From an optimization exercise on the open Yosys and OpenROAD flow, aimed at small area and a short achievable clock period; shortcuts taken in it are not production practice.
Where RTL was checked, it was by simulation tests only, not by an equivalence proof against the original.
For run 3, only the layout was checked, not whether the RTL still works.
Power figures rest on the tool's default switching activity, not on a simulated workload.

File: flow/design.v
`timescale 1ns/1ps
module FloatingPoint_Multiplier_Complete (
    input wire         clk,
    input wire         rst,
    input  wire [15:0] a,
    input  wire [15:0] b,
    output reg  [15:0] result,
    output reg         overflow,
    output reg         underflow
);
    wire es_g0 = a[10] & b[10];
    wire es_p0 = a[10] ^ b[10];
    wire es_g1 = a[11] & b[11];
    wire es_p1 = a[11] ^ b[11];
    wire es_g2 = a[12] & b[12];
    wire es_p2 = a[12] ^ b[12];
    wire es_g3 = a[13] & b[13];
    wire es_p3 = a[13] ^ b[13];
    wire es_g4 = a[14] & b[14];
    wire es_p4 = a[14] ^ b[14];
    wire es_G0_1 = es_g1 | (es_p1 & es_g0);
    wire es_P0_1 = es_p1 & es_p0;
    wire es_G0_2 = es_g2 | (es_p2 & es_g1);
    wire es_P0_2 = es_p2 & es_p1;
    wire es_G0_3 = es_g3 | (es_p3 & es_g2);
    wire es_P0_3 = es_p3 & es_p2;
    wire es_G0_4 = es_g4 | (es_p4 & es_g3);
    wire es_P0_4 = es_p4 & es_p3;
    wire es_G1_2 = es_G0_2 | (es_P0_2 & es_g0);
    wire es_P1_2 = es_P0_2 & es_p0;
    wire es_G1_3 = es_G0_3 | (es_P0_3 & es_G0_1);
    wire es_P1_3 = es_P0_3 & es_P0_1;
    wire es_G1_4 = es_G0_4 | (es_P0_4 & es_G0_2);
    wire es_P1_4 = es_P0_4 & es_P0_2;
    wire es_G2_4 = es_G1_4 | (es_P1_4 & es_g0);
    wire es_P2_4 = es_P1_4 & es_p0;
    wire es_s1 = es_p1 ^ es_g0;
    wire es_s2 = es_p2 ^ es_G0_1;
    wire es_s3 = es_p3 ^ es_G1_2;
    wire es_s4 = es_p4 ^ es_G1_3;
    reg        r1_sign, r1_ha;
    reg  [5:0] r1_es;    
    reg  [9:0] r1_ma;
    reg  [5:0] r1_one, r1_two;    
    reg  [4:0] r1_neg;
    wire [12:0] yb = {2'b00, b[14:10] != 5'd0, b[9:0]};
    always @(posedge clk) begin
        r1_sign <= a[15] ^ b[15];
        r1_es   <= ((a[14:0] == 15'd0) | (b[14:0] == 15'd0)) ? 6'h3f : {es_G2_4, es_s4, es_s3, es_s2, es_s1, es_p0};
        r1_ha   <= a[14:10] != 5'd0;
        r1_ma   <= a[9:0];
        r1_one[0] <= yb[0] ^ 1'b0;
        r1_two[0] <= (yb[1] & ~yb[0] & ~1'b0) | (~yb[1] & yb[0] & 1'b0);
        r1_neg[0] <= yb[1];
        r1_one[1] <= yb[2] ^ yb[1];
        r1_two[1] <= (yb[3] & ~yb[2] & ~yb[1]) | (~yb[3] & yb[2] & yb[1]);
        r1_neg[1] <= yb[3];
        r1_one[2] <= yb[4] ^ yb[3];
        r1_two[2] <= (yb[5] & ~yb[4] & ~yb[3]) | (~yb[5] & yb[4] & yb[3]);
        r1_neg[2] <= yb[5];
        r1_one[3] <= yb[6] ^ yb[5];
        r1_two[3] <= (yb[7] & ~yb[6] & ~yb[5]) | (~yb[7] & yb[6] & yb[5]);
        r1_neg[3] <= yb[7];
        r1_one[4] <= yb[8] ^ yb[7];
        r1_two[4] <= (yb[9] & ~yb[8] & ~yb[7]) | (~yb[9] & yb[8] & yb[7]);
        r1_neg[4] <= yb[9];
        r1_one[5] <= yb[10] ^ yb[9];
        r1_two[5] <= (yb[11] & ~yb[10] & ~yb[9]) | (~yb[11] & yb[10] & yb[9]);
    end
    wire [10:0] mx = {r1_ha, r1_ma};
    wire bp0_0 = ((r1_one[0] & mx[0])) ^ r1_neg[0];
    wire bp0_1 = ((r1_one[0] & mx[1]) | (r1_two[0] & mx[0])) ^ r1_neg[0];
    wire bp0_2 = ((r1_one[0] & mx[2]) | (r1_two[0] & mx[1])) ^ r1_neg[0];
    wire bp0_3 = ((r1_one[0] & mx[3]) | (r1_two[0] & mx[2])) ^ r1_neg[0];
    wire bp0_4 = ((r1_one[0] & mx[4]) | (r1_two[0] & mx[3])) ^ r1_neg[0];
    wire bp0_5 = ((r1_one[0] & mx[5]) | (r1_two[0] & mx[4])) ^ r1_neg[0];
    wire bp0_6 = ((r1_one[0] & mx[6]) | (r1_two[0] & mx[5])) ^ r1_neg[0];
    wire bp0_7 = ((r1_one[0] & mx[7]) | (r1_two[0] & mx[6])) ^ r1_neg[0];
    wire bp0_8 = ((r1_one[0] & mx[8]) | (r1_two[0] & mx[7])) ^ r1_neg[0];
    wire bp0_9 = ((r1_one[0] & mx[9]) | (r1_two[0] & mx[8])) ^ r1_neg[0];
    wire bp0_10 = ((r1_one[0] & mx[10]) | (r1_two[0] & mx[9])) ^ r1_neg[0];
    wire bp0_11 = ((r1_two[0] & mx[10])) ^ r1_neg[0];
    wire bp1_0 = ((r1_one[1] & mx[0])) ^ r1_neg[1];
    wire bp1_1 = ((r1_one[1] & mx[1]) | (r1_two[1] & mx[0])) ^ r1_neg[1];
    wire bp1_2 = ((r1_one[1] & mx[2]) | (r1_two[1] & mx[1])) ^ r1_neg[1];
    wire bp1_3 = ((r1_one[1] & mx[3]) | (r1_two[1] & mx[2])) ^ r1_neg[1];
    wire bp1_4 = ((r1_one[1] & mx[4]) | (r1_two[1] & mx[3])) ^ r1_neg[1];
    wire bp1_5 = ((r1_one[1] & mx[5]) | (r1_two[1] & mx[4])) ^ r1_neg[1];
    wire bp1_6 = ((r1_one[1] & mx[6]) | (r1_two[1] & mx[5])) ^ r1_neg[1];
    wire bp1_7 = ((r1_one[1] & mx[7]) | (r1_two[1] & mx[6])) ^ r1_neg[1];
    wire bp1_8 = ((r1_one[1] & mx[8]) | (r1_two[1] & mx[7])) ^ r1_neg[1];
    wire bp1_9 = ((r1_one[1] & mx[9]) | (r1_two[1] & mx[8])) ^ r1_neg[1];
    wire bp1_10 = ((r1_one[1] & mx[10]) | (r1_two[1] & mx[9])) ^ r1_neg[1];
    wire bp1_11 = ((r1_two[1] & mx[10])) ^ r1_neg[1];
    wire bp2_0 = ((r1_one[2] & mx[0])) ^ r1_neg[2];
    wire bp2_1 = ((r1_one[2] & mx[1]) | (r1_two[2] & mx[0])) ^ r1_neg[2];
    wire bp2_2 = ((r1_one[2] & mx[2]) | (r1_two[2] & mx[1])) ^ r1_neg[2];
    wire bp2_3 = ((r1_one[2] & mx[3]) | (r1_two[2] & mx[2])) ^ r1_neg[2];
    wire bp2_4 = ((r1_one[2] & mx[4]) | (r1_two[2] & mx[3])) ^ r1_neg[2];
    wire bp2_5 = ((r1_one[2] & mx[5]) | (r1_two[2] & mx[4])) ^ r1_neg[2];
    wire bp2_6 = ((r1_one[2] & mx[6]) | (r1_two[2] & mx[5])) ^ r1_neg[2];
    wire bp2_7 = ((r1_one[2] & mx[7]) | (r1_two[2] & mx[6])) ^ r1_neg[2];
    wire bp2_8 = ((r1_one[2] & mx[8]) | (r1_two[2] & mx[7])) ^ r1_neg[2];
    wire bp2_9 = ((r1_one[2] & mx[9]) | (r1_two[2] & mx[8])) ^ r1_neg[2];
    wire bp2_10 = ((r1_one[2] & mx[10]) | (r1_two[2] & mx[9])) ^ r1_neg[2];
    wire bp2_11 = ((r1_two[2] & mx[10])) ^ r1_neg[2];
    wire bp3_0 = ((r1_one[3] & mx[0])) ^ r1_neg[3];
    wire bp3_1 = ((r1_one[3] & mx[1]) | (r1_two[3] & mx[0])) ^ r1_neg[3];
    wire bp3_2 = ((r1_one[3] & mx[2]) | (r1_two[3] & mx[1])) ^ r1_neg[3];
    wire bp3_3 = ((r1_one[3] & mx[3]) | (r1_two[3] & mx[2])) ^ r1_neg[3];
    wire bp3_4 = ((r1_one[3] & mx[4]) | (r1_two[3] & mx[3])) ^ r1_neg[3];
    wire bp3_5 = ((r1_one[3] & mx[5]) | (r1_two[3] & mx[4])) ^ r1_neg[3];
    wire bp3_6 = ((r1_one[3] & mx[6]) | (r1_two[3] & mx[5])) ^ r1_neg[3];
    wire bp3_7 = ((r1_one[3] & mx[7]) | (r1_two[3] & mx[6])) ^ r1_neg[3];
    wire bp3_8 = ((r1_one[3] & mx[8]) | (r1_two[3] & mx[7])) ^ r1_neg[3];
    wire bp3_9 = ((r1_one[3] & mx[9]) | (r1_two[3] & mx[8])) ^ r1_neg[3];
    wire bp3_10 = ((r1_one[3] & mx[10]) | (r1_two[3] & mx[9])) ^ r1_neg[3];
    wire bp3_11 = ((r1_two[3] & mx[10])) ^ r1_neg[3];
    wire bp4_0 = ((r1_one[4] & mx[0])) ^ r1_neg[4];
    wire bp4_1 = ((r1_one[4] & mx[1]) | (r1_two[4] & mx[0])) ^ r1_neg[4];
    wire bp4_2 = ((r1_one[4] & mx[2]) | (r1_two[4] & mx[1])) ^ r1_neg[4];
    wire bp4_3 = ((r1_one[4] & mx[3]) | (r1_two[4] & mx[2])) ^ r1_neg[4];
    wire bp4_4 = ((r1_one[4] & mx[4]) | (r1_two[4] & mx[3])) ^ r1_neg[4];
    wire bp4_5 = ((r1_one[4] & mx[5]) | (r1_two[4] & mx[4])) ^ r1_neg[4];
    wire bp4_6 = ((r1_one[4] & mx[6]) | (r1_two[4] & mx[5])) ^ r1_neg[4];
    wire bp4_7 = ((r1_one[4] & mx[7]) | (r1_two[4] & mx[6])) ^ r1_neg[4];
    wire bp4_8 = ((r1_one[4] & mx[8]) | (r1_two[4] & mx[7])) ^ r1_neg[4];
    wire bp4_9 = ((r1_one[4] & mx[9]) | (r1_two[4] & mx[8])) ^ r1_neg[4];
    wire bp4_10 = ((r1_one[4] & mx[10]) | (r1_two[4] & mx[9])) ^ r1_neg[4];
    wire bp4_11 = ((r1_two[4] & mx[10])) ^ r1_neg[4];
    wire bp5_0 = (r1_one[5] & mx[0]);
    wire bp5_1 = (r1_one[5] & mx[1]) | (r1_two[5] & mx[0]);
    wire bp5_2 = (r1_one[5] & mx[2]) | (r1_two[5] & mx[1]);
    wire bp5_3 = (r1_one[5] & mx[3]) | (r1_two[5] & mx[2]);
    wire bp5_4 = (r1_one[5] & mx[4]) | (r1_two[5] & mx[3]);
    wire bp5_5 = (r1_one[5] & mx[5]) | (r1_two[5] & mx[4]);
    wire bp5_6 = (r1_one[5] & mx[6]) | (r1_two[5] & mx[5]);
    wire bp5_7 = (r1_one[5] & mx[7]) | (r1_two[5] & mx[6]);
    wire bp5_8 = (r1_one[5] & mx[8]) | (r1_two[5] & mx[7]);
    wire bp5_9 = (r1_one[5] & mx[9]) | (r1_two[5] & mx[8]);
    wire bp5_10 = (r1_one[5] & mx[10]) | (r1_two[5] & mx[9]);
    wire bp5_11 = (r1_two[5] & mx[10]);
    wire hs0 = r1_neg[3] ^ bp0_6;
    wire hc0 = r1_neg[3] & bp0_6;
    wire hs1 = bp0_7 ^ bp1_5;
    wire hc1 = bp0_7 & bp1_5;
    wire fs0 = r1_neg[4] ^ bp0_8 ^ bp1_6;
    wire fc0 = (r1_neg[4] & bp0_8) | (r1_neg[4] & bp1_6) | (bp0_8 & bp1_6);
    wire hs2 = bp2_4 ^ bp3_2;
    wire hc2 = bp2_4 & bp3_2;
    wire fs1 = bp0_9 ^ bp1_7 ^ bp2_5;
    wire fc1 = (bp0_9 & bp1_7) | (bp0_9 & bp2_5) | (bp1_7 & bp2_5);
    wire hs3 = bp3_3 ^ bp4_1;
    wire hc3 = bp3_3 & bp4_1;
    wire fs2 = bp0_10 ^ bp1_8 ^ bp2_6;
    wire fc2 = (bp0_10 & bp1_8) | (bp0_10 & bp2_6) | (bp1_8 & bp2_6);
    wire fs3 = bp3_4 ^ bp4_2 ^ bp5_0;
    wire fc3 = (bp3_4 & bp4_2) | (bp3_4 & bp5_0) | (bp4_2 & bp5_0);
    wire fs4 = bp0_11 ^ bp1_9 ^ bp2_7;
    wire fc4 = (bp0_11 & bp1_9) | (bp0_11 & bp2_7) | (bp1_9 & bp2_7);
    wire fs5 = bp3_5 ^ bp4_3 ^ bp5_1;
    wire fc5 = (bp3_5 & bp4_3) | (bp3_5 & bp5_1) | (bp4_3 & bp5_1);
    wire fs6 = r1_neg[0] ^ bp1_10 ^ bp2_8;
    wire fc6 = (r1_neg[0] & bp1_10) | (r1_neg[0] & bp2_8) | (bp1_10 & bp2_8);
    wire fs7 = bp3_6 ^ bp4_4 ^ bp5_2;
    wire fc7 = (bp3_6 & bp4_4) | (bp3_6 & bp5_2) | (bp4_4 & bp5_2);
    wire fs8 = r1_neg[0] ^ bp1_11 ^ bp2_9;
    wire fc8 = (r1_neg[0] & bp1_11) | (r1_neg[0] & bp2_9) | (bp1_11 & bp2_9);
    wire fs9 = bp3_7 ^ bp4_5 ^ bp5_3;
    wire fc9 = (bp3_7 & bp4_5) | (bp3_7 & bp5_3) | (bp4_5 & bp5_3);
    wire fs10 = ~r1_neg[0] ^ ~r1_neg[1] ^ bp2_10;
    wire fc10 = (~r1_neg[0] & ~r1_neg[1]) | (~r1_neg[0] & bp2_10) | (~r1_neg[1] & bp2_10);
    wire fs11 = bp3_8 ^ bp4_6 ^ bp5_4;
    wire fc11 = (bp3_8 & bp4_6) | (bp3_8 & bp5_4) | (bp4_6 & bp5_4);
    wire fs12 = 1'b1 ^ bp2_11 ^ bp3_9;
    wire fc12 = (1'b1 & bp2_11) | (1'b1 & bp3_9) | (bp2_11 & bp3_9);
    wire hs4 = bp4_7 ^ bp5_5;
    wire hc4 = bp4_7 & bp5_5;
    wire fs13 = ~r1_neg[2] ^ bp3_10 ^ bp4_8;
    wire fc13 = (~r1_neg[2] & bp3_10) | (~r1_neg[2] & bp4_8) | (bp3_10 & bp4_8);
    wire hs5 = 1'b1 ^ bp3_11;
    wire hc5 = 1'b1 & bp3_11;
    wire hs6 = r1_neg[2] ^ bp0_4;
    wire hc6 = r1_neg[2] & bp0_4;
    wire hs7 = bp0_5 ^ bp1_3;
    wire hc7 = bp0_5 & bp1_3;
    wire fs14 = bp1_4 ^ bp2_2 ^ bp3_0;
    wire fc14 = (bp1_4 & bp2_2) | (bp1_4 & bp3_0) | (bp2_2 & bp3_0);
    wire fs15 = bp2_3 ^ bp3_1 ^ hc0;
    wire fc15 = (bp2_3 & bp3_1) | (bp2_3 & hc0) | (bp3_1 & hc0);
    wire fs16 = bp4_0 ^ hc1 ^ hs2;
    wire fc16 = (bp4_0 & hc1) | (bp4_0 & hs2) | (hc1 & hs2);
    wire fs17 = hc2 ^ hs3 ^ fc0;
    wire fc17 = (hc2 & hs3) | (hc2 & fc0) | (hs3 & fc0);
    wire fs18 = hc3 ^ fc1 ^ fs2;
    wire fc18 = (hc3 & fc1) | (hc3 & fs2) | (fc1 & fs2);
    wire fs19 = fc2 ^ fc3 ^ fs4;
    wire fc19 = (fc2 & fc3) | (fc2 & fs4) | (fc3 & fs4);
    wire fs20 = fc4 ^ fc5 ^ fs6;
    wire fc20 = (fc4 & fc5) | (fc4 & fs6) | (fc5 & fs6);
    wire fs21 = fc6 ^ fc7 ^ fs8;
    wire fc21 = (fc6 & fc7) | (fc6 & fs8) | (fc7 & fs8);
    wire fs22 = fc8 ^ fc9 ^ fs10;
    wire fc22 = (fc8 & fc9) | (fc8 & fs10) | (fc9 & fs10);
    wire fs23 = hs4 ^ fc10 ^ fc11;
    wire fc23 = (hs4 & fc10) | (hs4 & fc11) | (fc10 & fc11);
    wire fs24 = bp5_6 ^ hc4 ^ fc12;
    wire fc24 = (bp5_6 & hc4) | (bp5_6 & fc12) | (hc4 & fc12);
    wire fs25 = bp4_9 ^ bp5_7 ^ hs5;
    wire fc25 = (bp4_9 & bp5_7) | (bp4_9 & hs5) | (bp5_7 & hs5);
    wire fs26 = ~r1_neg[3] ^ bp4_10 ^ bp5_8;
    wire fc26 = (~r1_neg[3] & bp4_10) | (~r1_neg[3] & bp5_8) | (bp4_10 & bp5_8);
    wire hs8 = 1'b1 ^ bp4_11;
    wire hc8 = 1'b1 & bp4_11;
    wire hs9 = r1_neg[1] ^ bp0_2;
    wire hc9 = r1_neg[1] & bp0_2;
    wire hs10 = bp0_3 ^ bp1_1;
    wire hc10 = bp0_3 & bp1_1;
    wire fs27 = bp1_2 ^ bp2_0 ^ hs6;
    wire fc27 = (bp1_2 & bp2_0) | (bp1_2 & hs6) | (bp2_0 & hs6);
    wire fs28 = bp2_1 ^ hc6 ^ hs7;
    wire fc28 = (bp2_1 & hc6) | (bp2_1 & hs7) | (hc6 & hs7);
    wire fs29 = hc7 ^ hs0 ^ fs14;
    wire fc29 = (hc7 & hs0) | (hc7 & fs14) | (hs0 & fs14);
    wire fs30 = hs1 ^ fc14 ^ fs15;
    wire fc30 = (hs1 & fc14) | (hs1 & fs15) | (fc14 & fs15);
    wire fs31 = fs0 ^ fc15 ^ fs16;
    wire fc31 = (fs0 & fc15) | (fs0 & fs16) | (fc15 & fs16);
    wire fs32 = fs1 ^ fc16 ^ fs17;
    wire fc32 = (fs1 & fc16) | (fs1 & fs17) | (fc16 & fs17);
    wire fs33 = fs3 ^ fc17 ^ fs18;
    wire fc33 = (fs3 & fc17) | (fs3 & fs18) | (fc17 & fs18);
    wire fs34 = fs5 ^ fc18 ^ fs19;
    wire fc34 = (fs5 & fc18) | (fs5 & fs19) | (fc18 & fs19);
    wire fs35 = fs7 ^ fc19 ^ fs20;
    wire fc35 = (fs7 & fc19) | (fs7 & fs20) | (fc19 & fs20);
    wire fs36 = fs9 ^ fc20 ^ fs21;
    wire fc36 = (fs9 & fc20) | (fs9 & fs21) | (fc20 & fs21);
    wire fs37 = fs11 ^ fc21 ^ fs22;
    wire fc37 = (fs11 & fc21) | (fs11 & fs22) | (fc21 & fs22);
    wire fs38 = fs12 ^ fc22 ^ fs23;
    wire fc38 = (fs12 & fc22) | (fs12 & fs23) | (fc22 & fs23);
    wire fs39 = fs13 ^ fc23 ^ fs24;
    wire fc39 = (fs13 & fc23) | (fs13 & fs24) | (fc23 & fs24);
    wire fs40 = fc13 ^ fc24 ^ fs25;
    wire fc40 = (fc13 & fc24) | (fc13 & fs25) | (fc24 & fs25);
    wire fs41 = hc5 ^ fs26 ^ fc25;
    wire fc41 = (hc5 & fs26) | (hc5 & fc25) | (fs26 & fc25);
    wire fs42 = bp5_9 ^ hs8 ^ fc26;
    wire fc42 = (bp5_9 & hs8) | (bp5_9 & fc26) | (hs8 & fc26);
    wire fs43 = ~r1_neg[4] ^ bp5_10 ^ hc8;
    wire fc43 = (~r1_neg[4] & bp5_10) | (~r1_neg[4] & hc8) | (bp5_10 & hc8);
    wire hs11 = 1'b1 ^ bp5_11;
    wire lo_g0 = r1_neg[0] & bp0_0;
    wire lo_p0 = r1_neg[0] ^ bp0_0;
    wire lo_g2 = bp1_0 & hs9;
    wire lo_p2 = bp1_0 ^ hs9;
    wire lo_g3 = hc9 & hs10;
    wire lo_p3 = hc9 ^ hs10;
    wire lo_g4 = hc10 & fs27;
    wire lo_p4 = hc10 ^ fs27;
    wire lo_g5 = fc27 & fs28;
    wire lo_p5 = fc27 ^ fs28;
    wire lo_g6 = fc28 & fs29;
    wire lo_p6 = fc28 ^ fs29;
    wire lo_g7 = fc29 & fs30;
    wire lo_p7 = fc29 ^ fs30;
    wire lo_G0_1 = (bp0_1 & lo_g0);
    wire lo_P0_1 = bp0_1 & lo_p0;
    wire lo_G0_2 = lo_g2;
    wire lo_P0_2 = lo_p2 & bp0_1;
    wire lo_G0_3 = lo_g3 | (lo_p3 & lo_g2);
    wire lo_P0_3 = lo_p3 & lo_p2;
    wire lo_G0_4 = lo_g4 | (lo_p4 & lo_g3);
    wire lo_P0_4 = lo_p4 & lo_p3;
    wire lo_G0_5 = lo_g5 | (lo_p5 & lo_g4);
    wire lo_P0_5 = lo_p5 & lo_p4;
    wire lo_G0_6 = lo_g6 | (lo_p6 & lo_g5);
    wire lo_P0_6 = lo_p6 & lo_p5;
    wire lo_G0_7 = lo_g7 | (lo_p7 & lo_g6);
    wire lo_P0_7 = lo_p7 & lo_p6;
    wire lo_G1_2 = lo_G0_2 | (lo_P0_2 & lo_g0);
    wire lo_P1_2 = lo_P0_2 & lo_p0;
    wire lo_G1_3 = lo_G0_3 | (lo_P0_3 & lo_G0_1);
    wire lo_P1_3 = lo_P0_3 & lo_P0_1;
    wire lo_G1_4 = lo_G0_4 | (lo_P0_4 & lo_G0_2);
    wire lo_P1_4 = lo_P0_4 & lo_P0_2;
    wire lo_G1_5 = lo_G0_5 | (lo_P0_5 & lo_G0_3);
    wire lo_P1_5 = lo_P0_5 & lo_P0_3;
    wire lo_G1_6 = lo_G0_6 | (lo_P0_6 & lo_G0_4);
    wire lo_P1_6 = lo_P0_6 & lo_P0_4;
    wire lo_G1_7 = lo_G0_7 | (lo_P0_7 & lo_G0_5);
    wire lo_P1_7 = lo_P0_7 & lo_P0_5;
    wire lo_G2_4 = lo_G1_4 | (lo_P1_4 & lo_g0);
    wire lo_P2_4 = lo_P1_4 & lo_p0;
    wire lo_G2_5 = lo_G1_5 | (lo_P1_5 & lo_G0_1);
    wire lo_P2_5 = lo_P1_5 & lo_P0_1;
    wire lo_G2_6 = lo_G1_6 | (lo_P1_6 & lo_G1_2);
    wire lo_P2_6 = lo_P1_6 & lo_P1_2;
    wire lo_G2_7 = lo_G1_7 | (lo_P1_7 & lo_G1_3);
    wire lo_P2_7 = lo_P1_7 & lo_P1_3;
    wire lo_s1 = bp0_1 ^ lo_g0;
    wire lo_s2 = lo_p2 ^ lo_G0_1;
    wire lo_s3 = lo_p3 ^ lo_G1_2;
    wire lo_s4 = lo_p4 ^ lo_G1_3;
    wire lo_s5 = lo_p5 ^ lo_G2_4;
    wire lo_s6 = lo_p6 ^ lo_G2_5;
    wire lo_s7 = lo_p7 ^ lo_G2_6;
    wire [7:0] nlo = {lo_s7, lo_s6, lo_s5, lo_s4, lo_s3, lo_s2, lo_s1, lo_p0};
    wire zq0 = ~(r1_neg[0] ^ bp0_0);
    wire zq1 = ~(bp0_1 ^ (r1_neg[0] | bp0_0));
    wire zq2 = ~((bp1_0 ^ hs9) ^ bp0_1);
    wire zq3 = ~((hc9 ^ hs10) ^ (bp1_0 | hs9));
    wire zq4 = ~((hc10 ^ fs27) ^ (hc9 | hs10));
    wire zq5 = ~((fc27 ^ fs28) ^ (hc10 | fs27));
    wire zq6 = ~((fc28 ^ fs29) ^ (fc27 | fs28));
    wire zq7 = ~((fc29 ^ fs30) ^ (fc28 | fs29));
    wire zq8 = ~((fc30 ^ fs31) ^ (fc29 | fs30));
    wire zq9 = ~((fc31 ^ fs32) ^ (fc30 | fs31));
    wire zr1 = ~(bp0_1 ^ (r1_neg[0] & bp0_0));
    wire z08 = zq0 & zq1 & zq2 & zq3 & zq4 & zq5 & zq6 & zq7 & zq8;    
    wire z19 = zr1 & zq2 & zq3 & zq4 & zq5 & zq6 & zq7 & zq8 & zq9;    
    reg [21:8] r2_a;
    reg [21:8] r2_b;
    reg        r2_cin;
    reg        r2_zA;
    reg        r2_zB;
    reg        r2_z0c;
    reg        r2_z1c;
    reg        r2_sign;
    reg  [5:0] r2_es;
    always @(posedge clk) begin
        r2_cin <= lo_G2_7;
        r2_zA <= zq2 & zq3 & zq4 & zq5;
        r2_zB <= zq6 & zq7 & zq8;
        r2_z0c <= zq0 & zq1;
        r2_z1c <= zr1 & zq9;
        r2_a[8] <= fc30;
        r2_b[8] <= fs31;
        r2_a[9] <= fc31;
        r2_b[9] <= fs32;
        r2_a[10] <= fc32;
        r2_b[10] <= fs33;
        r2_a[11] <= fc33;
        r2_b[11] <= fs34;
        r2_a[12] <= fc34;
        r2_b[12] <= fs35;
        r2_a[13] <= fc35;
        r2_b[13] <= fs36;
        r2_a[14] <= fc36;
        r2_b[14] <= fs37;
        r2_a[15] <= fs38;
        r2_b[15] <= fc37;
        r2_a[16] <= fc38;
        r2_b[16] <= fs39;
        r2_a[17] <= fc39;
        r2_b[17] <= fs40;
        r2_a[18] <= fc40;
        r2_b[18] <= fs41;
        r2_a[19] <= fs42;
        r2_b[19] <= fc41;
        r2_a[20] <= fs43;
        r2_b[20] <= fc42;
        r2_a[21] <= hs11;
        r2_b[21] <= fc43;
        r2_sign <= r1_sign;
        r2_es <= r1_es;
    end
    wire hi_g0 = r2_a[8] & r2_b[8];
    wire hi_p0 = r2_a[8] ^ r2_b[8];
    wire hi_g1 = r2_a[9] & r2_b[9];
    wire hi_p1 = r2_a[9] ^ r2_b[9];
    wire hi_g2 = r2_a[10] & r2_b[10];
    wire hi_p2 = r2_a[10] ^ r2_b[10];
    wire hi_g3 = r2_a[11] & r2_b[11];
    wire hi_p3 = r2_a[11] ^ r2_b[11];
    wire hi_g4 = r2_a[12] & r2_b[12];
    wire hi_p4 = r2_a[12] ^ r2_b[12];
    wire hi_g5 = r2_a[13] & r2_b[13];
    wire hi_p5 = r2_a[13] ^ r2_b[13];
    wire hi_g6 = r2_a[14] & r2_b[14];
    wire hi_p6 = r2_a[14] ^ r2_b[14];
    wire hi_g7 = r2_a[15] & r2_b[15];
    wire hi_p7 = r2_a[15] ^ r2_b[15];
    wire hi_g8 = r2_a[16] & r2_b[16];
    wire hi_p8 = r2_a[16] ^ r2_b[16];
    wire hi_g9 = r2_a[17] & r2_b[17];
    wire hi_p9 = r2_a[17] ^ r2_b[17];
    wire hi_g10 = r2_a[18] & r2_b[18];
    wire hi_p10 = r2_a[18] ^ r2_b[18];
    wire hi_g11 = r2_a[19] & r2_b[19];
    wire hi_p11 = r2_a[19] ^ r2_b[19];
    wire hi_g12 = r2_a[20] & r2_b[20];
    wire hi_p12 = r2_a[20] ^ r2_b[20];
    wire hi_g13 = r2_a[21] & r2_b[21];
    wire hi_p13 = r2_a[21] ^ r2_b[21];
    wire hi_G0_1 = hi_g1 | (hi_p1 & hi_g0);
    wire hi_P0_1 = hi_p1 & hi_p0;
    wire hi_G0_2 = hi_g2 | (hi_p2 & hi_g1);
    wire hi_P0_2 = hi_p2 & hi_p1;
    wire hi_G0_3 = hi_g3 | (hi_p3 & hi_g2);
    wire hi_P0_3 = hi_p3 & hi_p2;
    wire hi_G0_4 = hi_g4 | (hi_p4 & hi_g3);
    wire hi_P0_4 = hi_p4 & hi_p3;
    wire hi_G0_5 = hi_g5 | (hi_p5 & hi_g4);
    wire hi_P0_5 = hi_p5 & hi_p4;
    wire hi_G0_6 = hi_g6 | (hi_p6 & hi_g5);
    wire hi_P0_6 = hi_p6 & hi_p5;
    wire hi_G0_7 = hi_g7 | (hi_p7 & hi_g6);
    wire hi_P0_7 = hi_p7 & hi_p6;
    wire hi_G0_8 = hi_g8 | (hi_p8 & hi_g7);
    wire hi_P0_8 = hi_p8 & hi_p7;
    wire hi_G0_9 = hi_g9 | (hi_p9 & hi_g8);
    wire hi_P0_9 = hi_p9 & hi_p8;
    wire hi_G0_10 = hi_g10 | (hi_p10 & hi_g9);
    wire hi_P0_10 = hi_p10 & hi_p9;
    wire hi_G0_11 = hi_g11 | (hi_p11 & hi_g10);
    wire hi_P0_11 = hi_p11 & hi_p10;
    wire hi_G0_12 = hi_g12 | (hi_p12 & hi_g11);
    wire hi_P0_12 = hi_p12 & hi_p11;
    wire hi_G0_13 = hi_g13 | (hi_p13 & hi_g12);
    wire hi_P0_13 = hi_p13 & hi_p12;
    wire hi_G1_2 = hi_G0_2 | (hi_P0_2 & hi_g0);
    wire hi_P1_2 = hi_P0_2 & hi_p0;
    wire hi_G1_3 = hi_G0_3 | (hi_P0_3 & hi_G0_1);
    wire hi_P1_3 = hi_P0_3 & hi_P0_1;
    wire hi_G1_4 = hi_G0_4 | (hi_P0_4 & hi_G0_2);
    wire hi_P1_4 = hi_P0_4 & hi_P0_2;
    wire hi_G1_5 = hi_G0_5 | (hi_P0_5 & hi_G0_3);
    wire hi_P1_5 = hi_P0_5 & hi_P0_3;
    wire hi_G1_6 = hi_G0_6 | (hi_P0_6 & hi_G0_4);
    wire hi_P1_6 = hi_P0_6 & hi_P0_4;
    wire hi_G1_7 = hi_G0_7 | (hi_P0_7 & hi_G0_5);
    wire hi_P1_7 = hi_P0_7 & hi_P0_5;
    wire hi_G1_8 = hi_G0_8 | (hi_P0_8 & hi_G0_6);
    wire hi_P1_8 = hi_P0_8 & hi_P0_6;
    wire hi_G1_9 = hi_G0_9 | (hi_P0_9 & hi_G0_7);
    wire hi_P1_9 = hi_P0_9 & hi_P0_7;
    wire hi_G1_10 = hi_G0_10 | (hi_P0_10 & hi_G0_8);
    wire hi_P1_10 = hi_P0_10 & hi_P0_8;
    wire hi_G1_11 = hi_G0_11 | (hi_P0_11 & hi_G0_9);
    wire hi_P1_11 = hi_P0_11 & hi_P0_9;
    wire hi_G1_12 = hi_G0_12 | (hi_P0_12 & hi_G0_10);
    wire hi_P1_12 = hi_P0_12 & hi_P0_10;
    wire hi_G1_13 = hi_G0_13 | (hi_P0_13 & hi_G0_11);
    wire hi_P1_13 = hi_P0_13 & hi_P0_11;
    wire hi_G2_4 = hi_G1_4 | (hi_P1_4 & hi_g0);
    wire hi_P2_4 = hi_P1_4 & hi_p0;
    wire hi_G2_5 = hi_G1_5 | (hi_P1_5 & hi_G0_1);
    wire hi_P2_5 = hi_P1_5 & hi_P0_1;
    wire hi_G2_6 = hi_G1_6 | (hi_P1_6 & hi_G1_2);
    wire hi_P2_6 = hi_P1_6 & hi_P1_2;
    wire hi_G2_7 = hi_G1_7 | (hi_P1_7 & hi_G1_3);
    wire hi_P2_7 = hi_P1_7 & hi_P1_3;
    wire hi_G2_8 = hi_G1_8 | (hi_P1_8 & hi_G1_4);
    wire hi_P2_8 = hi_P1_8 & hi_P1_4;
    wire hi_G2_9 = hi_G1_9 | (hi_P1_9 & hi_G1_5);
    wire hi_P2_9 = hi_P1_9 & hi_P1_5;
    wire hi_G2_10 = hi_G1_10 | (hi_P1_10 & hi_G1_6);
    wire hi_P2_10 = hi_P1_10 & hi_P1_6;
    wire hi_G2_11 = hi_G1_11 | (hi_P1_11 & hi_G1_7);
    wire hi_P2_11 = hi_P1_11 & hi_P1_7;
    wire hi_G2_12 = hi_G1_12 | (hi_P1_12 & hi_G1_8);
    wire hi_P2_12 = hi_P1_12 & hi_P1_8;
    wire hi_G2_13 = hi_G1_13 | (hi_P1_13 & hi_G1_9);
    wire hi_P2_13 = hi_P1_13 & hi_P1_9;
    wire hi_G3_8 = hi_G2_8 | (hi_P2_8 & hi_g0);
    wire hi_P3_8 = hi_P2_8 & hi_p0;
    wire hi_G3_9 = hi_G2_9 | (hi_P2_9 & hi_G0_1);
    wire hi_P3_9 = hi_P2_9 & hi_P0_1;
    wire hi_G3_10 = hi_G2_10 | (hi_P2_10 & hi_G1_2);
    wire hi_P3_10 = hi_P2_10 & hi_P1_2;
    wire hi_G3_11 = hi_G2_11 | (hi_P2_11 & hi_G1_3);
    wire hi_P3_11 = hi_P2_11 & hi_P1_3;
    wire hi_G3_12 = hi_G2_12 | (hi_P2_12 & hi_G2_4);
    wire hi_P3_12 = hi_P2_12 & hi_P2_4;
    wire hi_G3_13 = hi_G2_13 | (hi_P2_13 & hi_G2_5);
    wire hi_P3_13 = hi_P2_13 & hi_P2_5;
    wire hi_s0 = hi_p0 ^ r2_cin;
    wire hi_C1 = hi_g0 | (hi_p0 & r2_cin);
    wire hi_s1 = hi_p1 ^ hi_C1;
    wire hi_C2 = hi_G0_1 | (hi_P0_1 & r2_cin);
    wire hi_s2 = hi_p2 ^ hi_C2;
    wire hi_C3 = hi_G1_2 | (hi_P1_2 & r2_cin);
    wire hi_s3 = hi_p3 ^ hi_C3;
    wire hi_C4 = hi_G1_3 | (hi_P1_3 & r2_cin);
    wire hi_s4 = hi_p4 ^ hi_C4;
    wire hi_C5 = hi_G2_4 | (hi_P2_4 & r2_cin);
    wire hi_s5 = hi_p5 ^ hi_C5;
    wire hi_C6 = hi_G2_5 | (hi_P2_5 & r2_cin);
    wire hi_s6 = hi_p6 ^ hi_C6;
    wire hi_C7 = hi_G2_6 | (hi_P2_6 & r2_cin);
    wire hi_s7 = hi_p7 ^ hi_C7;
    wire hi_C8 = hi_G2_7 | (hi_P2_7 & r2_cin);
    wire hi_s8 = hi_p8 ^ hi_C8;
    wire hi_C9 = hi_G3_8 | (hi_P3_8 & r2_cin);
    wire hi_s9 = hi_p9 ^ hi_C9;
    wire hi_C10 = hi_G3_9 | (hi_P3_9 & r2_cin);
    wire hi_s10 = hi_p10 ^ hi_C10;
    wire hi_C11 = hi_G3_10 | (hi_P3_10 & r2_cin);
    wire hi_s11 = hi_p11 ^ hi_C11;
    wire hi_C12 = hi_G3_11 | (hi_P3_11 & r2_cin);
    wire hi_s12 = hi_p12 ^ hi_C12;
    wire hi_C13 = hi_G3_12 | (hi_P3_12 & r2_cin);
    wire hi_s13 = hi_p13 ^ hi_C13;
    wire hi_C14 = hi_G3_13 | (hi_P3_13 & r2_cin);
    wire tie0 = hi_s1 & r2_zA & r2_zB & r2_z0c;
    wire tie1 = hi_s2 & r2_zA & r2_zB & r2_z1c;
    wire r0_a0_1 = hi_s2 & hi_s1;
    wire r0_a0_2 = hi_s3 & hi_s2;
    wire r0_a0_3 = hi_s4 & hi_s3;
    wire r0_a0_4 = hi_s5 & hi_s4;
    wire r0_a0_5 = hi_s6 & hi_s5;
    wire r0_a0_6 = hi_s7 & hi_s6;
    wire r0_a0_7 = hi_s8 & hi_s7;
    wire r0_a0_8 = hi_s9 & hi_s8;
    wire r0_a0_9 = hi_s10 & hi_s9;
    wire r0_a0_10 = hi_s11 & hi_s10;
    wire r0_a0_11 = hi_s12 & hi_s11;
    wire r0_a1_2 = r0_a0_2 & hi_s1;
    wire r0_a1_3 = r0_a0_3 & r0_a0_1;
    wire r0_a1_4 = r0_a0_4 & r0_a0_2;
    wire r0_a1_5 = r0_a0_5 & r0_a0_3;
    wire r0_a1_6 = r0_a0_6 & r0_a0_4;
    wire r0_a1_7 = r0_a0_7 & r0_a0_5;
    wire r0_a1_8 = r0_a0_8 & r0_a0_6;
    wire r0_a1_9 = r0_a0_9 & r0_a0_7;
    wire r0_a1_10 = r0_a0_10 & r0_a0_8;
    wire r0_a1_11 = r0_a0_11 & r0_a0_9;
    wire r0_a2_4 = r0_a1_4 & hi_s1;
    wire r0_a2_5 = r0_a1_5 & r0_a0_1;
    wire r0_a2_6 = r0_a1_6 & r0_a1_2;
    wire r0_a2_7 = r0_a1_7 & r0_a1_3;
    wire r0_a2_8 = r0_a1_8 & r0_a1_4;
    wire r0_a2_9 = r0_a1_9 & r0_a1_5;
    wire r0_a2_10 = r0_a1_10 & r0_a1_6;
    wire r0_a2_11 = r0_a1_11 & r0_a1_7;
    wire r0_a3_8 = r0_a2_8 & hi_s1;
    wire r0_a3_9 = r0_a2_9 & r0_a0_1;
    wire r0_a3_10 = r0_a2_10 & r0_a1_2;
    wire r0_a3_11 = r0_a2_11 & r0_a1_3;
    wire r0_0 = hi_s2 ^ hi_s1;
    wire r0_1 = hi_s3 ^ r0_a0_1;
    wire r0_2 = hi_s4 ^ r0_a1_2;
    wire r0_3 = hi_s5 ^ r0_a1_3;
    wire r0_4 = hi_s6 ^ r0_a2_4;
    wire r0_5 = hi_s7 ^ r0_a2_5;
    wire r0_6 = hi_s8 ^ r0_a2_6;
    wire r0_7 = hi_s9 ^ r0_a2_7;
    wire r0_8 = hi_s10 ^ r0_a3_8;
    wire r0_9 = hi_s11 ^ r0_a3_9;
    wire r0_10 = hi_s12 ^ r0_a3_10;
    wire c9 = (r2_a[8] & r2_b[8]) | ((r2_a[8] ^ r2_b[8]) & r2_cin);
    wire ones920 = ((r2_a[9] ^ r2_b[9]) ^ c9) & ((r2_a[9] & r2_b[9]) ^ (r2_a[10] ^ r2_b[10])) & ((r2_a[10] & r2_b[10]) ^ (r2_a[11] ^ r2_b[11])) & ((r2_a[11] & r2_b[11]) ^ (r2_a[12] ^ r2_b[12])) & ((r2_a[12] & r2_b[12]) ^ (r2_a[13] ^ r2_b[13])) & ((r2_a[13] & r2_b[13]) ^ (r2_a[14] ^ r2_b[14])) & ((r2_a[14] & r2_b[14]) ^ (r2_a[15] ^ r2_b[15])) & ((r2_a[15] & r2_b[15]) ^ (r2_a[16] ^ r2_b[16])) & ((r2_a[16] & r2_b[16]) ^ (r2_a[17] ^ r2_b[17])) & ((r2_a[17] & r2_b[17]) ^ (r2_a[18] ^ r2_b[18])) & ((r2_a[18] & r2_b[18]) ^ (r2_a[19] ^ r2_b[19])) & ((r2_a[19] & r2_b[19]) ^ (r2_a[20] ^ r2_b[20]));
    wire r0_top = hi_s13 | ones920;    
    wire r1_a0_1 = hi_s3 & hi_s2;
    wire r1_a0_2 = hi_s4 & hi_s3;
    wire r1_a0_3 = hi_s5 & hi_s4;
    wire r1_a0_4 = hi_s6 & hi_s5;
    wire r1_a0_5 = hi_s7 & hi_s6;
    wire r1_a0_6 = hi_s8 & hi_s7;
    wire r1_a0_7 = hi_s9 & hi_s8;
    wire r1_a0_8 = hi_s10 & hi_s9;
    wire r1_a0_9 = hi_s11 & hi_s10;
    wire r1_a0_10 = hi_s12 & hi_s11;
    wire r1_a1_2 = r1_a0_2 & hi_s2;
    wire r1_a1_3 = r1_a0_3 & r1_a0_1;
    wire r1_a1_4 = r1_a0_4 & r1_a0_2;
    wire r1_a1_5 = r1_a0_5 & r1_a0_3;
    wire r1_a1_6 = r1_a0_6 & r1_a0_4;
    wire r1_a1_7 = r1_a0_7 & r1_a0_5;
    wire r1_a1_8 = r1_a0_8 & r1_a0_6;
    wire r1_a1_9 = r1_a0_9 & r1_a0_7;
    wire r1_a1_10 = r1_a0_10 & r1_a0_8;
    wire r1_a2_4 = r1_a1_4 & hi_s2;
    wire r1_a2_5 = r1_a1_5 & r1_a0_1;
    wire r1_a2_6 = r1_a1_6 & r1_a1_2;
    wire r1_a2_7 = r1_a1_7 & r1_a1_3;
    wire r1_a2_8 = r1_a1_8 & r1_a1_4;
    wire r1_a2_9 = r1_a1_9 & r1_a1_5;
    wire r1_a2_10 = r1_a1_10 & r1_a1_6;
    wire r1_a3_8 = r1_a2_8 & hi_s2;
    wire r1_a3_9 = r1_a2_9 & r1_a0_1;
    wire r1_a3_10 = r1_a2_10 & r1_a1_2;
    wire r1_0 = hi_s3 ^ hi_s2;
    wire r1_1 = hi_s4 ^ r1_a0_1;
    wire r1_2 = hi_s5 ^ r1_a1_2;
    wire r1_3 = hi_s6 ^ r1_a1_3;
    wire r1_4 = hi_s7 ^ r1_a2_4;
    wire r1_5 = hi_s8 ^ r1_a2_5;
    wire r1_6 = hi_s9 ^ r1_a2_6;
    wire r1_7 = hi_s10 ^ r1_a2_7;
    wire r1_8 = hi_s11 ^ r1_a3_8;
    wire r1_9 = hi_s12 ^ r1_a3_9;
    wire [9:0] mant0 = {r0_9, r0_8, r0_7, r0_6, r0_5, r0_4, r0_3, r0_2, r0_1, r0_0} & ~{9'd0, tie0};
    wire [9:0] mant1 = {r1_9, r1_8, r1_7, r1_6, r1_5, r1_4, r1_3, r1_2, r1_1, r1_0} & ~{9'd0, tie1};
    wire [9:0] mant  = r0_top ? mant1 : mant0;
    wire       r2_zero = &r2_es;
    wire       ovf0 = r2_es >= 6'd46;
    wire       ovf1 = r2_es >= 6'd45;
    wire       unf0 = r2_es <= 6'd15;
    wire       unf1 = r2_es <= 6'd14;
    wire [4:0] ef0  = r2_es[4:0] + 5'd17;
    wire [4:0] ef1  = r2_es[4:0] + 5'd18;
    wire       ovf  = r0_top ? ovf1 : ovf0;
    wire       unf  = r0_top ? unf1 : unf0;
    wire [4:0] ef   = r0_top ? ef1 : ef0;
    reg        r3_nz, r3_ovf, r3_unf;    
    reg [15:0] r3_val;
    always @(posedge clk or posedge rst) begin
        if (rst) begin
            r3_nz  <= 1'b0;
            r3_ovf <= 1'b0;
            r3_unf <= 1'b0;
        end else begin
            r3_nz  <= ~r2_zero & ~ovf & ~unf;
            r3_ovf <= ~r2_zero & ovf;
            r3_unf <= ~r2_zero & ~ovf & unf;
        end
    end
    always @(posedge clk) r3_val <= {r2_sign, ef, mant};
    always @(*) begin
        result    = r3_nz ? r3_val : (r3_ovf ? 16'h7F80 : 16'd0);
        overflow  = r3_ovf;
        underflow = r3_unf;
    end
endmodule
File: flow/flow/run.sh
#!/bin/bash
# Own layout flow: the standard flow (standard.sh) with two changes:
#  - synthesis runs Yosys's synth without its generic "abc -fast" pass
#    (-noabc), so the full adders written in the RTL reach extract_fa as
#    written instead of being remapped first; everything else in
#    synth_recipe.tcl (flatten, renames, registers) is unchanged;
#  - port buffers use the buffer cell named in flow/ports.txt.
# Each tool's output is in the ORFS logs under orfs/logs; make's own output
# goes to flow.log here.
set -euo pipefail
here=$(pwd)
first=$(head -n 1 synth_recipe.tcl)
if [[ "$first" != 'proc synth {args} { yosys synth -nofsm -noshare {*}$args }' ]]; then
  echo "unexpected first line of synth_recipe.tcl: $first" >&2
  exit 1
fi
{ echo 'proc synth {args} { yosys synth -nofsm -noshare -noabc {*}$args }'; tail -n +2 synth_recipe.tcl; } > own_synth.tcl
buf=$(tr -d ' \n' < flow/ports.txt)
sed -e "s#SYNTH_SCRIPT=[^ ]*#SYNTH_SCRIPT=$here/own_synth.tcl 'BUFFER_PORTS_ARGS=-buffer_cell $buf'#" standard.sh > own_standard.sh
grep -q own_synth.tcl own_standard.sh
bash own_standard.sh > flow.log 2>&1
File: flow/flow/ports.txt
sky130_fd_sc_hd__buf_1
File: flow/standard.sh
#!/bin/bash
# synth_recipe.tcl (not shown) runs the flow's synth.tcl, then flattens the netlist and writes it again
# the make line also repeats each setting of config.mk as NAME=value (left out here)
make -C /OpenROAD-flow-scripts/flow DESIGN_CONFIG=/design/flow/config.mk WORK_HOME=/design/flow/orfs CLKGATE_MAP_FILE= SYNTH_SCRIPT=/design/flow/synth_recipe.tcl "${@:-finish}"
File: flow/config.mk
export PLATFORM = sky130hd
export DESIGN_NAME = FloatingPoint_Multiplier_Complete
export DESIGN_NICKNAME = FloatingPoint_Multiplier_Complete
export VERILOG_FILES = /design/flow/design.v
export SDC_FILE = /design/flow/constraint.sdc
export NUM_CORES = 4
export LEC_CHECK = 0
export ABC_CLOCK_PERIOD_IN_PS = 2500
export CAP_MARGIN = 20
export CORE_MARGIN = 2
export CORE_UTILIZATION = 55
export CTS_BUF_LIST = sky130_fd_sc_hd__clkbuf_8
export SETUP_SLACK_MARGIN = 4.85
export SLEW_MARGIN = 20
File: flow/constraint.sdc
create_clock -name core_clock -period 7.5 [get_ports {clk}]
set_input_delay 1.5000 -clock core_clock [delete_from_list [all_inputs] [get_ports {clk}]]
set_output_delay 1.5000 -clock core_clock [all_outputs]
set_load 0.01 [all_outputs]
==> results of run 1 <==
final timing paths:
path                                   to  startpoint  slack [ns]
worst max-delay path            result[0]       r3_nz        4.78
worst min-delay path             r2_es[0]    r1_es[0]        0.33
worst max register to register     r2_z1c    r1_ma[4]        4.84
worst min register to register   r2_es[0]    r1_es[0]        0.33
max in group asynchronous           r3_nz         rst        6.43
min in group asynchronous          r3_ovf         rst        0.93
kinds of logic (layout without fill, tap and decap cells):
group	count (synthesis)	count (layout)	synth area share, %
AO/OA/AOI/OAI	119	119	13.1
XOR/XNOR	108	108	14.6
adder cells (fa/ha/maj)	109	109	27.2
buffers and inverters	71	132	4.43
flip-flops	94	94	29.1
multiplexers	4	5	0.690
AND/OR/NAND/NOR	146	146	10.8
synthesized netlist by cell type, types with 3 or more instances:
library cell | instances | area, um^2
a21o_1 | 4 | 30.0
a21oi_1 | 15 | 75.1
a22o_1 | 7 | 61.3
a22oi_1 | 54 | 405
a31oi_1 | 3 | 18.8
and2_1 | 14 | 87.6
and3_1 | 4 | 25.0
buf_1 | 4 | 15.0
buf_2 | 3 | 15.0
clkbuf_1 | 26 | 97.6
dfrtp_1 | 3 | 75.1
dfxtp_1 | 91 | 1820
fa_1 | 55 | 1100
ha_1 | 54 | 676
inv_1 | 35 | 131
mux2i_1 | 3 | 30.0
nand2_1 | 62 | 233
nand2b_1 | 5 | 31.3
nand3_1 | 9 | 45.0
nand4_1 | 7 | 43.8
nor2_1 | 18 | 67.6
nor2b_1 | 9 | 56.3
nor3_1 | 6 | 30.0
nor4_1 | 5 | 31.3
o211ai_1 | 3 | 22.5
o21ai_0 | 16 | 80.1
o21bai_1 | 3 | 22.5
xnor2_1 | 79 | 692
xor2_1 | 28 | 245
state kept, by name (all words and copies together) (netlist names):
name     cells
r3_val      16
r2_zA        1
r2_a        14
r2_z0c       1
r1_two       6
r1_ha        1
r2_cin       1
r1_neg       5
r1_ma       10
r3_nz        1
r2_b        14
r1_sign      1
r1_one       6
r2_es        6
r2_z1c       1
r2_sign      1
r1_es        6
r3_ovf       1
r2_zB        1
r3_unf       1
power breakdown:
group	internal (mW)	switching, mW	total (mW)
clock network	0.128	0.195	0.323
registers	0.668	0.127	0.795
logic	1.10	1.20	2.30
cell type report:
cell class	instances	area, um^2
Clock inverter	7	68.8
Timing Repair Buffer	81	443
Fill cell	944	3910
Inverter	35	131
Tap cell	143	179
Multi-Input combinational cell	487	4680
Sequential cell	94	1990
Clock buffer	9	124
through the flow:
step                hold slack [ns]  instance area, um^2  std cells
floorplan                     0.310                 6560        651
global placement              0.310                 6750        809
detailed placement            0.312                 6750        809
CTS                           0.337                 7240        839
global route                  0.335                 7610        856
finish                        0.333                 7610        856
per-layer routing:
layer	global-route usage (%)	vias to the layer above
met5	0	-
met4	7.15	0
met3	3.91	19
met2	38.0	133
met1	31.7	2384
li1	-	2306
what timing repair did:
item	in CTS	in global routing
setup endpoints to repair	32	35
pin swaps	3	23
buffers inserted	13	17
resized for setup	70	60
gates cloned	1	0
==> impl_metrics.yaml, run 1 <==
floorplanning:
  die_area_mm2: 0.0127
  ioPinCount: 52
  rows: 39
  start_util_pct: 56.6
  die_w_um: 113
  fp.dieH_um: 113
  coreArea_mm2: 0.0115
final_layout:
  final_util_pct: 66.1
  final_common_cell: "xnor2_1"
  final_layout_size_suffix_gt1_share_pct: 22.4
  nets: 851
  final_cell_mix: "xnor2_1 (71), nand2_1 (60), dfxtp_1 (60)"
  antenna_cells: 0
  areaGrowthSynthToFinish_pct: 16.6
critical_path:
  critPathCaptureType: "output port"
  worst_ep_arrival_time_ns: 1.22
  crit_path_top_delay_cell: "dfrtp_2"
  crit_required_ns: 6.00
  critical_path_depth: 3
  crit_path_cell_trace: "buf_6 -> and2_1 -> clkbuf_2"
  critPathTopFamily: "flip-flops"
  worst-setup-path-type: "flop to output port"
  ff2ff_path_depth: 10
  path_max_fanout: 12
  worst-path-buf-inv: 2
  critPathLaunchType: "flop"
  cpPeakStageDelay_ns: 0.43
timing:
  rsz0062_at_grt: "yes"
  slew-limit-headroom_pct: 59.4
  slew_violations: 0
  setup_viol: 0
  fin_setup_tns_ns: 0
  fmax_mhz: 368
  period_needed_ns: 2.72
  tightest_slew_ns: 0.606
  fin_skew_ns: 0.00776
  finalCritPeriodShare_pct: 36.3
  setup_ws_ns: 4.78
  hold_violations: 0
yosys:
  synth_seq_area_share_pct: 29.1
  avgSynthCellArea_um2: 10.0
  syn_area_mm2: 0.00652
  async_flop_share_pct: 3.19
  yosys_warnings: 1
  synth_nets: 794
  synth-edff-count: 0
  syn_inst: 651
  synth-main-ff-cell: "dfxtp_1"
  synth_cell_types: 51
  ys_ff_latch: 94
drt:
  detail_route.iter0.violations: 288
  antenna_left: 0
  wl_per_cell_um: 16.2
  top_layer: "met4"
  vias: 4842
  drc: 0
  dr_wl_met2_um: 6610
  postRouteWirelength_um: 13800
  wl_met1_um: 6360
  wl_met3_um: 651
  via_per_inst: 5.66
  drt_pass1_iterations: 17
clock_tree:
  cts_root_buf: "clkbuf_8"
  clock_latency_ns: 0.38
  holdBufCountCts: 0
  numCtsBuffers: 9
  cts_htree_levels: 3
  clkTransAtPathRegs_ns: 0.10
  clk_path_buf_depth: 2
  cts_tree: "built"
  clock-sinks: 94
placement:
  portBuffers: 51
  hpwl_um: 10200
  dp_slack_ns: 4.47
  gp_congestion: 0.851
grt:
  overflow: 0
  grt_pass1_vias: 4839
  antenna_found_initial: 0
  grt_pass1_wl_um: 23400
  grt_max_degree: 19
  globalRouteTotalUtil_pct: 23.2
pwr:
  ir_worst_vdd_v: 0.000217
  p_leak_nw: 3.14
  p_per_area_mw_per_mm2: 450
  report.power.total_mw: 3.42
worst_hold_path:
  hold_class: "flop to flop"
  min_delay_path_depth: 0
status:
  status: "finished clean"
run:
  drv_cap: 0
==> run 2: changes to the inputs <==
--- a/flow/config.mk
+++ b/flow/config.mk
@@ -10,5 +10,7 @@
 export CORE_MARGIN = 2
-export CORE_UTILIZATION = 55
+export CORE_UTILIZATION = 65
 export CTS_BUF_LIST = sky130_fd_sc_hd__clkbuf_8
-export SETUP_SLACK_MARGIN = 4.85
+export CTS_CLUSTER_DIAMETER = 100
+export CTS_CLUSTER_SIZE = 25
+export SETUP_SLACK_MARGIN = 4.7
 export SLEW_MARGIN = 20
==> impl_metrics.yaml, run 2 <==
final_layout:
  largest_reg_flops: 16
  top_register: "r3_val"
  final_cell_mix: "xnor2_1 (75), dfxtp_1 (69), nand2_1 (62)"
  reg.largest.list: "r3_val (16), r2_a (14), r2_b (14)"
  final_common_cell: "xnor2_1"
  antenna_cells: 0
  final_layout_size_suffix_gt1_share_pct: 11.9
  areaGrowthSynthToFinish_pct: 10.7
  nets: 835
  design_area_mm2: 0.00722
floorplanning:
  ioPinCount: 52
  start_util_pct: 66.7
  die_w_um: 104
  coreArea_mm2: 0.00977
  fp.dieH_um: 104
  die_area_mm2: 0.0109
  rows: 36
clock_tree:
  numCtsBuffers: 9
  cts_tree: "built"
  clock-sinks: 94
  clk_path_buf_depth: 2
  cts_root_buf: "clkbuf_8"
  clock_latency_ns: 0.37
  clkTransAtPathRegs_ns: 0.10
  cts_htree_levels: 3
yosys:
  synth_xor_area_share_pct: 14.6
  synth_nets: 794
  synth_cell_types: 51
  synth_top_family_by_area: "adder cells"
  ys_top_cells_by_count: "dfxtp_1 (91), xnor2_1 (79), nand2_1 (62)"
  muxShareOfSynthArea_pct: 0.690
  synth_adder_area_share_pct: 27.2
  synth_compound_area_share_pct: 13.1
  yosys.area_share.simple_pct: 10.8
  syn_inst: 651
  synthTopCellsByArea: "dfxtp_1 (28%), fa_1 (17%), xnor2_1 (11%), ha_1 (10%), a22oi_1 (6.2%)"
  syn_area_mm2: 0.00652
  synth-main-ff-cell: "dfxtp_1"
  avgSynthCellArea_um2: 10.0
  async_flop_share_pct: 3.19
  netlist.area_leader.share_pct: 27.9
  yosys_warnings: 1
  yosys.area.top_type: "dfxtp_1"
  ys_ff_latch: 94
  synth_seq_area_share_pct: 29.1
  synth.most_common_cell: "dfxtp_1"
  synth-edff-count: 0
timing:
  slew-limit-headroom_pct: 63.8
  hold_violations: 0
  fmax_mhz: 365
  tightest_slew_ns: 0.541
  fin_skew_ns: 0.0107
  period_needed_ns: 2.74
  rsz0062_at_grt: "yes"
  fin_setup_tns_ns: 0
  slew_violations: 0
  whs_ns: 0.334
  finalCritPeriodShare_pct: 36.5
  setup_viol: 0
  setup_ws_ns: 4.76
drt:
  drt_pass1_iterations: 5
  vias: 4746
  wl_per_cell_um: 16.1
  detail_route.iter0.violations: 299
  antenna_left: 0
  drc: 0
  via_per_inst: 5.72
  postRouteWirelength_um: 13400
grt:
  grt_max_degree: 31
  overflow: 0
  grt_pass1_wl_um: 22400
  grt_pass1_vias: 4770
  antenna_found_initial: 0
  globalRouteTotalUtil_pct: 25.7
placement:
  dp_slack_ns: 4.44
  place_area_mm2: 0.00672
  hpwl_um: 10000
  portBuffers: 51
  gp_congestion: 0.866
critical_path:
  crit_required_ns: 7.81
  critPathLaunchType: "flop"
  worst_ep_arrival_time_ns: 3.05
  path_max_fanout: 6
  worst-setup-path-type: "flop to flop"
  critPathCaptureType: "flop"
pwr:
  p_leak_nw: 3.01
  p_per_area_mw_per_mm2: 446
  ir_worst_vdd_v: 0.000393
run:
  drv_cap: 0
status:
  status: "finished clean"
worst_hold_path:
  hold_class: "flop to flop"
run 2: worst max-delay path, cell delays in order, from the launching register on:
cell and delay, ns:
dfxtp_1 0.32, ha_1 0.27, fa_2 0.39, nor3_1 0.20, o21ai_1 0.16, nand2_1 0.17, o41a_1 0.23, mux2_4 0.36
and3_1 0.18, o31ai_2 0.24, nor2b_1 0.16
run 2: cell type report:
class | instances | area [um^2]
Sequential cell | 94 | 1970
Tap cell | 133 | 166
Timing Repair Buffer | 64 | 295
Multi-Input combinational cell | 488 | 4450
Clock buffer | 10 | 138
Fill cell | 727 | 2550
Clock inverter | 6 | 72.6
Inverter | 35 | 131
run 2: what timing repair did:
action / CTS / global route
resized for setup: 20 / 42
pin swaps: 0 / 2
setup buffers: 2 / 11
endpoints found under the setup margin: 23 / 20
gates cloned: 0 / 2
hold buffers: 0 / 0
run 2: final timing paths:
path / start / end / slack (ns) / depth (start not counted)
max: r2_a[9] / r3_nz / 4.76 / 10
min: r1_es[2] / r2_es[2] / 0.33 / 0
max reg2reg: r2_a[9] / r3_nz / 4.76 / 10
min reg2reg: r1_es[2] / r2_es[2] / 0.33 / 0
max in group asynchronous: rst / r3_nz / 6.42 / 2
min in group asynchronous: rst / r3_nz / 0.94 / 2
run 2: cells by family after synthesis:
| family | count (synthesis) |
|---|---|
| AND/OR/NAND/NOR | 146 |
| AO/OA/AOI/OAI | 119 |
| adder cells (fa/ha/maj) | 109 |
| XOR/XNOR | 108 |
| flip-flops | 94 |
| buffers and inverters | 71 |
| multiplexers | 4 |
run 2: per-stage QoR:
step / util (%) / total power, mW / cells
CTS: 71.4 / 3.07 / 817
global placement: 68.8 / 2.62 / 799
floorplan: - / 2.30 / 651
global route: 73.9 / 3.53 / 830
finish: 73.9 / 3.22 / 830
detailed placement: 68.8 / 2.68 / 799
run 2: per-layer routing:
layer | GRT usage [%] | wire length, um
met5 | 0 | 0
met4 | 8.40 | 214
met3 | 5.08 | 659
met2 | 41.4 | 6350
met1 | 34.9 | 6140
run 2: power by group:
group          internal (mW)  switching [mW]
Clock                  0.169           0.191
Sequential             0.664           0.117
Combinational          0.944            1.14
==> run 3: changes to the inputs <==
--- a/flow/design.v
+++ b/flow/design.v
@@ -554,3 +554,3 @@
     wire ones920 = ((r2_a[9] ^ r2_b[9]) ^ c9) & ((r2_a[9] & r2_b[9]) ^ (r2_a[10] ^ r2_b[10])) & ((r2_a[10] & r2_b[10]) ^ (r2_a[11] ^ r2_b[11])) & ((r2_a[11] & r2_b[11]) ^ (r2_a[12] ^ r2_b[12])) & ((r2_a[12] & r2_b[12]) ^ (r2_a[13] ^ r2_b[13])) & ((r2_a[13] & r2_b[13]) ^ (r2_a[14] ^ r2_b[14])) & ((r2_a[14] & r2_b[14]) ^ (r2_a[15] ^ r2_b[15])) & ((r2_a[15] & r2_b[15]) ^ (r2_a[16] ^ r2_b[16])) & ((r2_a[16] & r2_b[16]) ^ (r2_a[17] ^ r2_b[17])) & ((r2_a[17] & r2_b[17]) ^ (r2_a[18] ^ r2_b[18])) & ((r2_a[18] & r2_b[18]) ^ (r2_a[19] ^ r2_b[19])) & ((r2_a[19] & r2_b[19]) ^ (r2_a[20] ^ r2_b[20]));
-    wire r0_top = hi_s13 | ones920;    
+    wire r0_top = hi_C13 ? (~hi_p13 | ones920) : (hi_p13 | ones920);    
     wire r1_a0_1 = hi_s3 & hi_s2;
--- a/flow/config.mk
+++ b/flow/config.mk
@@ -10,6 +10,4 @@
 export CORE_MARGIN = 2
-export CORE_UTILIZATION = 65
+export CORE_UTILIZATION = 55
 export CTS_BUF_LIST = sky130_fd_sc_hd__clkbuf_8
-export CTS_CLUSTER_DIAMETER = 100
-export CTS_CLUSTER_SIZE = 25
 export SETUP_SLACK_MARGIN = 4.7
==> impl_metrics.yaml, run 3 <==
timing:
  slew_violations: 0
  slew-limit-headroom_pct: 39.1
  fin_setup_tns_ns: 0
  hold_violations: 0
  setup_viol: 0
  fin_skew_ns: 0.00793
  tightest_slew_ns: 0.911
  whs_ns: 0.334
  fmax_mhz: 361
  rsz0062_at_grt: "yes"
  finalCritPeriodShare_pct: 36.9
  period_needed_ns: 2.77
yosys:
  async_flop_share_pct: 3.19
  ys_ff_latch: 94
  synth_cell_types: 64
  synth.most_common_cell: "dfxtp_1"
  avgSynthCellArea_um2: 10.2
  yosys.area.top_type: "dfxtp_1"
  syn_inst: 654
  synthTopCellsByArea: "dfxtp_1 (27%), fa_1 (17%), xnor2_1 (10%), ha_1 (10%), a22oi_1 (6.1%)"
  netlist.area_leader.share_pct: 27.3
  synth_nets: 797
  syn_area_mm2: 0.00667
  synth-edff-count: 0
  ys_top_cells_by_count: "dfxtp_1 (91), xnor2_1 (78), fa_1 (55), nand2_1 (55)"
  synth-main-ff-cell: "dfxtp_1"
  yosys_warnings: 1
  synth_seq_area_share_pct: 28.4
clock_tree:
  clk_path_buf_depth: 2
  cts_tree: "built"
  clock-sinks: 94
  clock_latency_ns: 0.38
  cts_htree_levels: 3
  cts_root_buf: "clkbuf_8"
  clkTransAtPathRegs_ns: 0.09
  numCtsBuffers: 9
final_layout:
  final_layout_size_suffix_gt1_share_pct: 19.2
  antenna_cells: 0
  reg.largest.list: "r3_val (16), r2_a (14), r2_b (14)"
  final_cell_mix: "xnor2_1 (76), dfxtp_1 (63), nand2_1 (54)"
  multi_input_area_mm2: 0.00480
  regArea_mm2: 0.00198
  nets: 850
  final_common_cell: "xnor2_1"
  design_area_mm2: 0.00771
  areaGrowthSynthToFinish_pct: 15.7
  final_util_pct: 64.8
  largest_reg_flops: 16
  final.fill_count: 993
  top_register: "r3_val"
placement:
  hpwl_um: 10500
  place_area_mm2: 0.00689
  portBuffers: 51
  gp_congestion: 0.908
critical_path:
  worst_ep_arrival_time_ns: 3.09
  crit_required_ns: 7.82
  critPathLaunchType: "flop"
  path_max_fanout: 7
  worst-path-buf-inv: 1
  worst-setup-path-type: "flop to flop"
  cpPeakStageDelay_ns: 0.44
  ff2ff_path_depth: 10
  crit_path_top_delay_cell: "or3_4"
  critPathTopFamily: "simple AND/OR/NAND/NOR gates"
  crit_path_cell_trace: "ha_4 -> fa_2 -> a31oi_4 -> o21ai_4 -> buf_12 -> xor2_4 -> nand4_1 -> or3_4 -> o221a_1 -> a21oi_2"
  critPathCaptureType: "flop"
  critical_path_depth: 10
floorplanning:
  ioPinCount: 52
  die_w_um: 114
  rows: 40
  start_util_pct: 56.0
  die_area_mm2: 0.0130
  coreArea_mm2: 0.0119
  fp.dieH_um: 114
drt:
  antenna_left: 0
  drt_pass1_iterations: 5
  detail_route.iter0.violations: 287
  via_per_inst: 5.67
  wl_per_cell_um: 16.5
  drc: 0
  postRouteWirelength_um: 14100
  vias: 4873
grt:
  globalRouteTotalUtil_pct: 22.5
  grt_max_degree: 18
  grt_pass1_wl_um: 23100
  grt_pass1_vias: 4775
  overflow: 0
  antenna_found_initial: 0
run:
  drv_cap: 0
pwr:
  p_per_area_mw_per_mm2: 487
  ir_worst_vdd_v: 0.000221
  p_leak_nw: 3.08
status:
  status: "finished clean"
worst_hold_path:
  min_delay_path_depth: 0
  hold_class: "flop to flop"
-- run 3: cell types whose count changed in the layout (fill, tap and decap cells not counted), moves of 4 or more --
cell and delta:
and2_1 -4, buf_4 +8, dfxtp_1 -6, fa_1 -4
fa_2 +4, ha_1 -7, ha_2 +4, nand2_1 -8
nor4_2 +4, xor2_1 -7
-- run 3: worst paths after layout --
path                                from         to  slack (ns)
worst min-delay path             r1_sign    r2_sign        0.33
worst min register to register   r1_sign    r2_sign        0.33
worst max register to register  r2_b[11]  r3_val[6]        4.73
worst max-delay path            r2_b[11]  r3_val[6]        4.73
min in group asynchronous            rst     r3_unf        0.93
max in group asynchronous            rst      r3_nz        6.43
-- run 3: layout make-up --
type                            count  share of cell area, %
Clock inverter                      6                  0.681
Clock buffer                       10                   1.78
Timing Repair Buffer               77                   5.40
Sequential cell                    94                   25.7
Inverter                           37                   1.80
Multi-Input combinational cell    488                   62.2
Tap cell                          147                   2.38
-- run 3: routing by layer --
layer	up-vias	GRT usage (%)	share of wire [%]
li1	2354	-	-
met1	2369	30.9	45
met2	135	36.7	48
met3	15	2.91	5.2
met4	0	8.21	1.9
met5	-	0	0
-- run 3: kinds of logic (layout without fill, tap and decap cells) --
| group | after synthesis | after routing | synth area share, % |
|---|---|---|---|
| AOI/OAI and AO/OA | 127 | 127 | 14.8 |
| xor gates and xnor gates | 107 | 107 | 14.7 |
| adders and majority gates | 109 | 109 | 26.6 |
| buffers and inverters | 72 | 130 | 4.41 |
| DFF | 94 | 94 | 28.4 |
| muxes | 2 | 2 | 0.300 |
| and+or+nand+nor | 143 | 143 | 10.7 |
-- run 3: where the power goes --
part           internal, mW  total (mW)  switching [mW]
registers             0.672       0.795           0.123
logic                  1.22        2.63            1.41
clock network         0.135       0.328           0.193
total                  2.03        3.75            1.72
-- run 3: metrics by stage --
| stage | power (mW) | std cells | setup WS (ns) |
|---|---|---|---|
| 6_report | 3.75 | 859 | 4.73 |
| 5_1_grt | 4.10 | 859 | 4.59 |
| 4_1_cts | 3.41 | 837 | 4.68 |
| 3_5_place_dp | 2.93 | 817 | 4.09 |
| 3_3_place_gp | 2.89 | 817 | 4.23 |
| 2_1_floorplan | 2.49 | 654 | 4.73 |
-- run 3: repair_timing --
item / CTS / global route
endpoints found under the setup margin: 40 / 13
pin swaps: 5 / 17
resized for setup: 41 / 65
buffers inserted: 4 / 22
hold buffers: 0 / 0
-- run 3: worst register-to-register path: stages (launching register included) --
cell and delay (ns):
dfxtp_4 0.37, ha_4 0.16, fa_2 0.41, a31oi_4 0.20
o21ai_4 0.13, buf_12 0.15, xor2_4 0.23, nand4_1 0.28
or3_4 0.44, o221a_1 0.23, a21oi_2 0.11

static timing again, ports no longer ideal:
Ports are ideal in the flow. The routed layouts listed here were re-timed in OpenROAD. Step 1, drivers: a clkbuf_16 drives clk and a buf_2 each remaining input, both assumed. Step 2 moves the port delays by t, midway between the first and last clock arrival at a register: inputs arrive t later, outputs are due t later. That takes back most of the time a late clock gives input paths. Three values: ideal ports, drivers, drivers and shift; two values: the first two.
| run | t (ns) | slack for setup (ns) | hold WS [ns] | worst setup path after step 2 |
|---|---|---|---|---|
| run 1 | 0.408 | 4.779 / 4.745 / 4.615 | 0.333 / 0.333 / 0.333 | input to register |
| run 2 | 0.404 | 4.763 / 4.746 / 4.573 | 0.334 / 0.334 / 0.334 | input to register |
| run 3 | 0.411 | 4.729 / 4.729 / 4.585 | 0.334 / 0.334 / 0.334 | input to register |
After both steps every run listed still meets setup and hold. The setup slack of run 2, which loses most, moves by -0.017 ns with the drivers and by -0.190 ns with both steps.
